What follows belongs to an exercise in optimizing a design on an open flow for small area; a production flow would make more cautious choices. Where RTL was checked, it was by simulation tests only, not by an equivalence proof against the original. No driver is modelled on the clock port, so clock power and skew are understated where the tree is cut down; a real chip needs a root buffer or a tree. Power figures rest on the tool's default switching activity, not on a simulated workload.

Setup of the previous run:
// fmeter
module fmeter(
	CLK100MHz,
	RST,
	FREQIN,
	TXD,
	LED1,
	LED2
);
Size: ~86 flip-flops, ~3200 um^2 of cells after synthesis.
==> module fmeter, before the edit <==
module fmeter(
	CLK100MHz,
	RST,
	FREQIN,
	TXD,
	LED1,
	LED2
);
input	CLK100MHz;
input	RST;
input	FREQIN;
output	TXD;
output	LED1;
output	LED2;
reg		r_LED1;
reg		r_txd;
assign LED1 = r_LED1;
assign LED2 = r_txd;
assign TXD = r_txd;
reg	[10:0]	u;
wire		tick = ((u & 11'b11111110101) == 11'b11110000001);
wire		uclr = RST | tick;
always @(posedge CLK100MHz) begin
	u[10:1] <= ~({10{uclr}} | u[9:0]);
	u[0] <= ~uclr & (u[1] ^ u[10]);
end
reg	[19:0]	g;
wire		gate = ((g & 20'b11111111110111111111) == 20'b10000010110010100110);
wire		gclr = RST | gate;
always @(posedge CLK100MHz) begin
	g[19:1] <= ~({19{gclr}} | g[18:0]);
	g[0] <= ~gclr & (g[16] ^ g[19]);
end
reg	[1:0]	r_fin;
wire		edg = r_fin[1] & ~r_fin[0];
always @(posedge CLK100MHz) begin
	r_fin <= RST ? 2'b00 : {FREQIN, r_fin[1]};
end
reg	[3:0]	d0, d1, d2, d3, d4;
wire		d5clr;
reg	[2:0]	d5;
function [3:0] bcd_inc;
	input [3:0] q;
	input c;
	begin
		bcd_inc[0] = q[0] ^ c;
		bcd_inc[1] = q[1] ^ (c & q[0] & ~q[3]);
		bcd_inc[2] = q[2] ^ (c & q[0] & q[1]);
		bcd_inc[3] = q[3] ^ (c & q[0] & (q[3] | (q[1] & q[2])));
	end
endfunction
wire	c1 = edg & ~gate & d0[0] & d0[3];	 
wire	c2 = c1 & d1[0] & d1[3];
wire	c3 = c2 & d2[0] & d2[3];
wire	c4 = c3 & d3[0] & d3[3];
wire	c5 = c4 & d4[0] & d4[3];
wire	cclr = RST | gate;
always @(posedge CLK100MHz) begin
	d0 <= RST ? 4'd0 : bcd_inc(gate ? 4'd0 : d0, edg);
	d1 <= cclr ? 4'd0 : bcd_inc(d1, c1);
	d2 <= cclr ? 4'd0 : bcd_inc(d2, c2);
	d3 <= cclr ? 4'd0 : bcd_inc(d3, c3);
	d4 <= cclr ? 4'd0 : bcd_inc(d4, c4);
	d5 <= (RST | d5clr) ? 3'd0 : (d5 + {2'b00, c5});
end
reg	[3:0]	bc;
reg	[3:0]	cc;
reg	[3:0]	s0, s1, s2, s3, s4;	 
wire		idle = cc[3] & ~cc[2];
wire		stopb = bc[3] & bc[2];
assign		d5clr = tick & stopb & (cc == 4'd0);
reg	[3:0]	dsel;
always @(*) begin
	case (cc[2:0])
	3'd0: dsel = {1'b0, d5};
	3'd1: dsel = s4;
	3'd2: dsel = s3;
	3'd3: dsel = s2;
	3'd4: dsel = s1;
	3'd5: dsel = s0;
	3'd6: dsel = 4'hD;
	default: dsel = 4'hA;
	endcase
end
reg		bitv;
always @(*) begin
	if (idle)
		bitv = 1'b1;
	else if (bc[3:2] == 2'b01)
		bitv = ~cc[3] & dsel[bc[1:0]];		 
	else if (bc[3:2] == 2'b10)
		bitv = ~bc[1] & ~(~cc[3] & cc[2] & cc[1]);	 
	else
		bitv = bc[3];				 
end
always @(posedge CLK100MHz) begin
	if (RST) begin
		cc <= 4'd8;
		r_txd <= 1'b1;
		r_LED1 <= 1'b0;
	end else begin
		if (tick) begin
			r_txd <= bitv;
			if (stopb & ~idle)
				cc <= cc + 4'd1;
		end
		if (gate) begin
			cc <= 4'd14;
			r_LED1 <= ~r_LED1;
		end
	end
	if (gate)
		bc <= 4'd3;
	else if (tick)
		bc <= stopb ? 4'd3 : bc + 4'd1;
	if (gate) begin
		s0 <= d0;
		s1 <= d1;
		s2 <= d2;
		s3 <= d3;
		s4 <= d4;
	end
end
endmodule
Settings: LEC_CHECK=0, CAP_MARGIN=20, CORE_MARGIN=2, CORE_UTILIZATION=85, CTS_BUF_LIST=sky130_fd_sc_hd__clkbuf_8, PLACE_DENSITY=0.9, SLEW_MARGIN=20; clock period 10.0 ns.
standard.sh (not shown) runs the stock make flow with config.mk's settings and CLKGATE_MAP_FILE= SYNTH_SCRIPT=/design/flow/synth_recipe.tcl, a recipe that flattens the netlist after the stock synthesis.
==> flow/flow/run.sh <==
#!/bin/bash
# Standard layout, with clock tree synthesis told not to add dummy loads.
set -euo pipefail
export CTS_ARGS="-sink_clustering_enable -repair_clock_nets -dont_use_dummy_load -buf_list sky130_fd_sc_hd__clkbuf_8"
bash standard.sh finish > standard_flow.log 2>&1
> inputs changed (the previous run -> the current run)
==> flow/design.v, changed modules only <==
module fmeter(
	CLK100MHz,
	RST,
	FREQIN,
	TXD,
	LED1,
	LED2
);
input	CLK100MHz;
input	RST;
input	FREQIN;
output	TXD;
output	LED1;
output	LED2;
reg		r_LED1;
reg		r_txd;
assign LED1 = r_LED1;
assign LED2 = r_txd;
assign TXD = r_txd;
reg	[10:0]	u;
wire		tick = ((u & 11'b11111110101) == 11'b11110000001);
wire		uclr = RST | tick;
always @(posedge CLK100MHz) begin
	u[10:1] <= ~({10{uclr}} | u[9:0]);
	u[0] <= ~uclr & (u[1] ^ u[10]);
end
reg	[19:0]	g;
wire		gate = ((g & 20'b11111111110111111111) == 20'b10000010110010100110);
wire		gclr = RST | gate;
always @(posedge CLK100MHz) begin
	g[19:1] <= ~({19{gclr}} | g[18:0]);
	g[0] <= ~gclr & (g[16] ^ g[19]);
end
reg	[1:0]	r_fin;
wire		edg = r_fin[1] & ~r_fin[0];
always @(posedge CLK100MHz) begin
	r_fin <= RST ? 2'b00 : {FREQIN, r_fin[1]};
end
reg	[3:0]	d0, d1, d2, d3, d4;
wire		d5clr;
reg	[2:0]	d5;
function [3:0] bcd_inc;
	input [3:0] q;
	input c;
	begin
		bcd_inc[0] = q[0] ^ c;
		bcd_inc[1] = q[1] ^ (c & q[0] & ~q[3]);
		bcd_inc[2] = q[2] ^ (c & q[0] & q[1]);
		bcd_inc[3] = q[3] ^ (c & q[0] & (q[3] | (q[1] & q[2])));
	end
endfunction
wire	c1 = edg & d0[0] & d0[3];
wire	c2 = c1 & d1[0] & d1[3];
wire	c3 = c2 & d2[0] & d2[3];
wire	c4 = c3 & d3[0] & d3[3];
wire	c5 = c4 & d4[0] & d4[3];
wire	cclr = RST | gate;
always @(posedge CLK100MHz) begin
	d0 <= RST ? 4'd0 : bcd_inc(gate ? 4'd0 : d0, edg);
	d1 <= cclr ? 4'd0 : bcd_inc(d1, c1);
	d2 <= cclr ? 4'd0 : bcd_inc(d2, c2);
	d3 <= cclr ? 4'd0 : bcd_inc(d3, c3);
	d4 <= cclr ? 4'd0 : bcd_inc(d4, c4);
	d5 <= (RST | d5clr) ? 3'd0 : (d5 + {2'b00, c5});
end
reg	[4:0]	jb;
reg	[3:0]	cc;
reg	[3:0]	s0, s1, s2, s3, s4;	 
wire		idle = cc[3] & ~cc[2];
wire		stopb = jb[4] & ~jb[3];
assign		d5clr = tick & stopb & (cc == 4'd0);
function dbit;
	input [3:0] d;
	input [2:0] t;
	begin
		dbit = t[2] ? d[3] : t[1] ? d[2] : t[0] ? d[1] : d[0];
	end
endfunction
reg		dv;
always @(*) begin
	case (cc[2:0])
	3'd0: dv = dbit({1'b0, d5}, jb[3:1]);
	3'd1: dv = dbit(s4, jb[3:1]);
	3'd2: dv = dbit(s3, jb[3:1]);
	3'd3: dv = dbit(s2, jb[3:1]);
	3'd4: dv = dbit(s1, jb[3:1]);
	3'd5: dv = dbit(s0, jb[3:1]);
	3'd6: dv = dbit(4'hD, jb[3:1]);
	default: dv = dbit(4'hA, jb[3:1]);
	endcase
end
reg		bitv;
always @(*) begin
	if (idle)
		bitv = 1'b1;
	else if (~jb[4])
		bitv = jb[0] & ~cc[3] & dv;		 
	else if (jb[1])
		bitv = ~(~cc[3] & cc[2] & cc[1]);	 
	else
		bitv = ~jb[3];				 
end
always @(posedge CLK100MHz) begin
	if (RST) begin
		cc <= 4'd8;
		r_txd <= 1'b1;
		r_LED1 <= 1'b0;
	end else begin
		if (tick) begin
			r_txd <= bitv;
			if (stopb & ~idle)
				cc <= cc + 4'd1;
		end
		if (gate) begin
			cc <= 4'd14;
			r_LED1 <= ~r_LED1;
		end
	end
	if (gate)
		jb <= 5'd0;
	else if (tick)
		jb <= {jb[3:0], ~jb[4]};
	if (gate) begin
		s0 <= d0;
		s1 <= d1;
		s2 <= d2;
		s3 <= d3;
		s4 <= d4;
	end
end
endmodule
==> comparison <==
Going from the previous run to the current run, final critical-path setup slack picked up an extra 420 ps; sum of routed wire length over all layers picked up an extra 6.3%; multi-input gate share of total cell area picked up an extra 1.1 points; flip-flop and latch count picked up an extra 1.2%. ~same relative contribution of sequential cells to total power in the previous run and the current run. The current run vs the previous run: global-route wire length before repair up by a few percent. ~same vias after detailed routing in the previous run and the current run. The current run against the previous run: maximum clock rate went up; starting density of the core has increased. Share of power burned in combinational logic, the previous run and the current run: larger value in the previous run. Global-route usage in the current run is 2.2 points higher than in the previous run.


Another version of the RTL of fmeter (not shown whole).
For scale: ~260 cells after synthesis, ~3000 um2 of cells after synthesis.
==> module fmeter, before the edit <==
module fmeter(
	CLK100MHz,
	RST,
	FREQIN,
	TXD,
	LED1,
	LED2
);
input	CLK100MHz;
input	RST;
input	FREQIN;
output	TXD;
output	LED1;
output	LED2;
reg		r_LED1;
reg		r_txd;
assign LED1 = r_LED1;
assign LED2 = r_txd;
assign TXD = r_txd;
function [4:0] bcd_add;
	input [3:0] h;
	input [1:0] a;
	reg t0, t1, t2, t3, k0, k1, k2, ge;
	begin
		t0 = h[0] ^ a[0];
		k0 = h[0] & a[0];
		t1 = h[1] ^ a[1] ^ k0;
		k1 = (h[1] & a[1]) | (h[1] & k0) | (a[1] & k0);
		t2 = h[2] ^ k1;
		k2 = h[2] & k1;
		t3 = h[3] ^ k2;
		ge = t3 & (t2 | t1);
		bcd_add = {ge, t3 & ~ge, t2 & ~ge, ge ? t2 : t1, t0};
	end
endfunction
function [2:0] ph_next;
	input [2:0] p;
	begin
		ph_next[0] = (~p[0] & ~p[2]);
		ph_next[1] = (~p[0] & p[1]) | (p[0] & ~p[1]);
		ph_next[2] = (p[0] & p[1]);
	end
endfunction
reg	[10:0]	u;
wire		tick = ((u & 11'b11111110101) == 11'b11110000001);
wire		uclr = RST | tick;
always @(posedge CLK100MHz) begin
	u[10:1] <= ~({10{uclr}} | u[9:0]);
	u[0] <= ~uclr & (u[1] ^ u[10]);
end
reg	[19:0]	g;
wire		gate = ((g & 20'b11111111110111111111) == 20'b10000010110010100110);
wire		gclr = RST | gate;
always @(posedge CLK100MHz) begin
	g[19:1] <= ~({19{gclr}} | g[18:0]);
	g[0] <= ~gclr & (g[16] ^ g[19]);
end
reg	[1:0]	r_fin;
wire		edg = r_fin[1] & ~r_fin[0];
always @(posedge CLK100MHz) begin
	r_fin[1] <= ~RST & FREQIN;
	r_fin[0] <= r_fin[1];
end
reg	[2:0]	ph;
reg	[3:0]	q0, q1, q2, q3, q4;	 
reg	[3:0]	s0, s1, s2, s3, s4;	 
reg	[1:0]	pe;			 
reg		cy;			 
reg		fl;			 
reg		sg;			 
reg	[2:0]	d5;			 
wire		d5clr;
wire		ph0 = (ph == 3'd0);
wire	[1:0]	pe_e = {pe[1] | (pe[0] & edg), pe[0] ^ edg};
wire	[1:0]	addend = ph0 ? (gate ? pe : pe_e) : {1'b0, cy};
wire	[4:0]	csum = bcd_add(q0, addend);
wire		cout = csum[4];
wire	[3:0]	sum = csum[3:0];
wire		d5inc = ph[2] & cout & (sg | ~fl);
wire		d5z = RST | d5clr;
always @(posedge CLK100MHz) begin
	q0 <= q1;
	q1 <= q2;
	q2 <= q3;
	q3 <= q4;
	q4 <= (RST | gate | fl) ? 4'd0 : sum;
	s0 <= s1;
	s1 <= s2;
	s2 <= s3;
	s3 <= s4;
	s4 <= (gate | sg) ? sum : s0;
	cy <= cout;
	if (RST) begin
		ph <= 3'd1;
		pe <= 2'd0;
		fl <= 1'b1;
		sg <= 1'b0;
	end else begin
		ph <= ph_next(ph);
		pe <= ph0 ? {1'b0, edg & gate} : pe_e;
		if (gate) begin
			fl <= 1'b1;
			sg <= 1'b1;
		end else if (ph[2]) begin	 
			fl <= 1'b0;
			sg <= 1'b0;
		end
	end
	d5[0] <= ~d5z & (d5[0] ^ d5inc);
	d5[1] <= ~d5z & (d5[1] ^ (d5inc & d5[0]));
	d5[2] <= ~d5z & (d5[2] | (d5inc & d5[0] & d5[1]));
end
reg	[3:0]	bc;
reg	[3:0]	cc;
reg		nb;		 
wire		idle = cc[3] & ~cc[1];
wire		stopb = bc[3] & bc[2];
assign		d5clr = ~cc[3] & ~cc[2];
always @(posedge CLK100MHz)
	if (cc[2:0] == ph)
		nb <= s0[bc[1:0]];
wire		j0 = bc[0];
wire		j1 = bc[1];
wire		d5b = j1 ? (~j0 & d5[2]) : (j0 ? d5[1] : d5[0]);	 
wire		crlf = cc[0] ? (j1 | ~j0) : j0;		 
wire		ringc = ~cc[2] | ~(cc[1] | cc[0]);	 
wire		dv = cc[3] ? crlf : ringc ? nb : (~cc[1] & cc[0] & d5b);
wire		dataw = ~bc[3] & bc[2];			 
wire		fixb = bc[3] & (bc[2] | (~bc[1] & ~cc[3]));
wire		bitv = idle | (dataw ? dv : fixb);
wire		adv = tick & stopb & ~idle;
wire		ct1 = adv & ~cc[0];
wire		ct2 = ct1 & ~cc[1];
wire		ct3 = ct2 & ~cc[2];
wire		bt1 = tick & (bc[0] | stopb);
wire		bt2 = tick & ((bc[0] & bc[1]) | stopb);
wire		bt3 = tick & ((bc[0] & bc[1] & bc[2]) | stopb);
always @(posedge CLK100MHz) begin
	cc[0] <= gclr | (cc[0] ^ adv);
	cc[1] <= ~RST & (gate | (cc[1] ^ ct1));
	cc[2] <= gclr | (cc[2] ^ ct2);
	cc[3] <= RST | (~gate & (cc[3] ^ ct3));
	bc[0] <= gate | (bc[0] ^ tick);
	bc[1] <= gate | (bc[1] ^ bt1);
	bc[2] <= ~gate & (bc[2] ^ bt2);
	bc[3] <= ~gate & (bc[3] ^ bt3);
	if (RST) begin
		r_txd <= 1'b1;
		r_LED1 <= 1'b0;
	end else begin
		if (tick)
			r_txd <= bitv;
		if (gate)
			r_LED1 <= ~r_LED1;
	end
end
endmodule
==> flow/config.mk <==
export PLATFORM = sky130hd
export DESIGN_NAME = fmeter
export DESIGN_NICKNAME = fmeter
export VERILOG_FILES = /design/flow/design.v
export SDC_FILE = /design/flow/constraint.sdc
export NUM_CORES = 4
export LEC_CHECK = 0
export CAP_MARGIN = 20
export CORE_MARGIN = 2
export CORE_UTILIZATION = 85
export CTS_BUF_LIST = sky130_fd_sc_hd__clkbuf_8
export PLACE_DENSITY = 0.9
export SLEW_MARGIN = 20
==> flow/constraint.sdc <==
create_clock -name core_clock -period 10.0 [get_ports {CLK100MHz}]
set_input_delay 2.0000 -clock core_clock [delete_from_list [all_inputs] [get_ports {CLK100MHz}]]
set_output_delay 2.0000 -clock core_clock [all_outputs]
set_load 0.01 [all_outputs]
==> flow/flow/run.sh <==
#!/bin/bash
# Standard layout, except that after clock tree synthesis the tree is replaced
# (flow/mytree.tcl, run as ORFS's POST_CTS_TCL hook) by three clock buffers fed
# from the clock port, each driving a cluster of nearby flip-flops; the hook
# then sizes down cells that have timing slack to spare.
set -euo pipefail
export CTS_ARGS="-sink_clustering_enable -repair_clock_nets -dont_use_dummy_load -buf_list sky130_fd_sc_hd__clkbuf_8"
export POST_CTS_TCL="$PWD/flow/mytree.tcl"
export MYTREE_NLEAF=3
export MYTREE_BUF=sky130_fd_sc_hd__clkbuf_16
export BUFFER_PORTS_ARGS="-buffer_cell sky130_fd_sc_hd__buf_1"
bash standard.sh finish > standard_flow.log 2>&1
Other scripts of this flow, unchanged in this note and not shown: flow/flow/mytree.tcl
The baseline completed with no timing, DRC or antenna violations.
Next try:
--- a/flow/design.v
+++ b/flow/design.v
@@ -82,16 +82,16 @@
 always @(posedge CLK100MHz) begin
 	q0 <= q1;
 	q1 <= q2;
 	q2 <= q3;
 	q3 <= q4;
-	q4 <= (RST | gate | fl) ? 4'd0 : sum;
+	q4 <= (RST | gate | (fl & ~ph0)) ? 4'd0 : sum;
 	s0 <= s1;
 	s1 <= s2;
 	s2 <= s3;
 	s3 <= s4;
-	s4 <= (gate | sg) ? sum : s0;
+	s4 <= (gate | (sg & ~ph0)) ? sum : s0;
 	cy <= cout;
 	if (RST) begin
 		ph <= 3'd1;
 		pe <= 2'd0;
 		fl <= 1'b1;
@@ -100,11 +100,11 @@
 		ph <= ph_next(ph);
 		pe <= ph0 ? {1'b0, edg & gate} : pe_e;
 		if (gate) begin
 			fl <= 1'b1;
 			sg <= 1'b1;
-		end else if (ph[2]) begin	 
+		end else if (ph0) begin
 			fl <= 1'b0;
 			sg <= 1'b0;
 		end
 	end
 	d5[0] <= ~d5z & (d5[0] ^ d5inc);
After rerunning: The new run went through all stages and came out clean. Wire length goes down by 0.93%. Sequential cell count stays the same. Core utilization rises by 0.19 points. Register-to-register slack is better by 0.35 ns. Cell count rose by 0.65%. Sequential share of layout area falls by 0.13 points. Die area increases by 0.35%. Power grows by 1.2%. Synthesized cell count went up by 1.9%. Critical path depth shrinks by 1. Design area barely changes. Setup slack gains 0.63 ns.
No run of this note included a check of the RTL's function; only the layout flow was run. No run of this note takes its clock network from TritonCTS; it comes from the design's own scripts or RTL.

afterwards: timing with drivers on the ports:
No port has a modelled driver above. Below, the same layouts with a new extraction and two added sets of constraints.
Step 1: set_driving_cell puts a clkbuf_16 on CLK100MHz and a buf_2 on each other input, an assumption about the parent block.
Step 2, shift: input delay + t, output delay - t, t = (earliest + latest rising clock arrival at the registers) / 2. This alone moves slack from input paths to output paths.
a / b / c = ideal / step 1 / step 2; a / b = the first two.
| run | shift t [ns] | slack for setup (ns) | worst setup path at the end | slew at the worst register clock pin (ns) | worst data-port slew with drivers (ns) |
|---|---|---|---|---|---|
| the previous run | 0.369 | 5.727 / 5.727 / 5.727 | register to register | 0.08 / 0.08 | 0.03 |
| the current run | 0.371 | 6.143 / 6.146 / 5.775 | input to register | 0.09 / 0.09 | 0.04 |
| the first run of note 2 | 0.222 | 5.592 / 5.627 / 5.406 | input to register | 0.11 / 0.11 | 0.03 |
| the second run of note 2 | 0.229 | 6.219 / 6.243 / 6.014 | input to register | 0.11 / 0.11 | 0.04 |
After both steps every run listed still meets setup and hold. The setup slack of the current run, which loses most, moves by +0.003 ns with the drivers and by -0.368 ns with both steps.
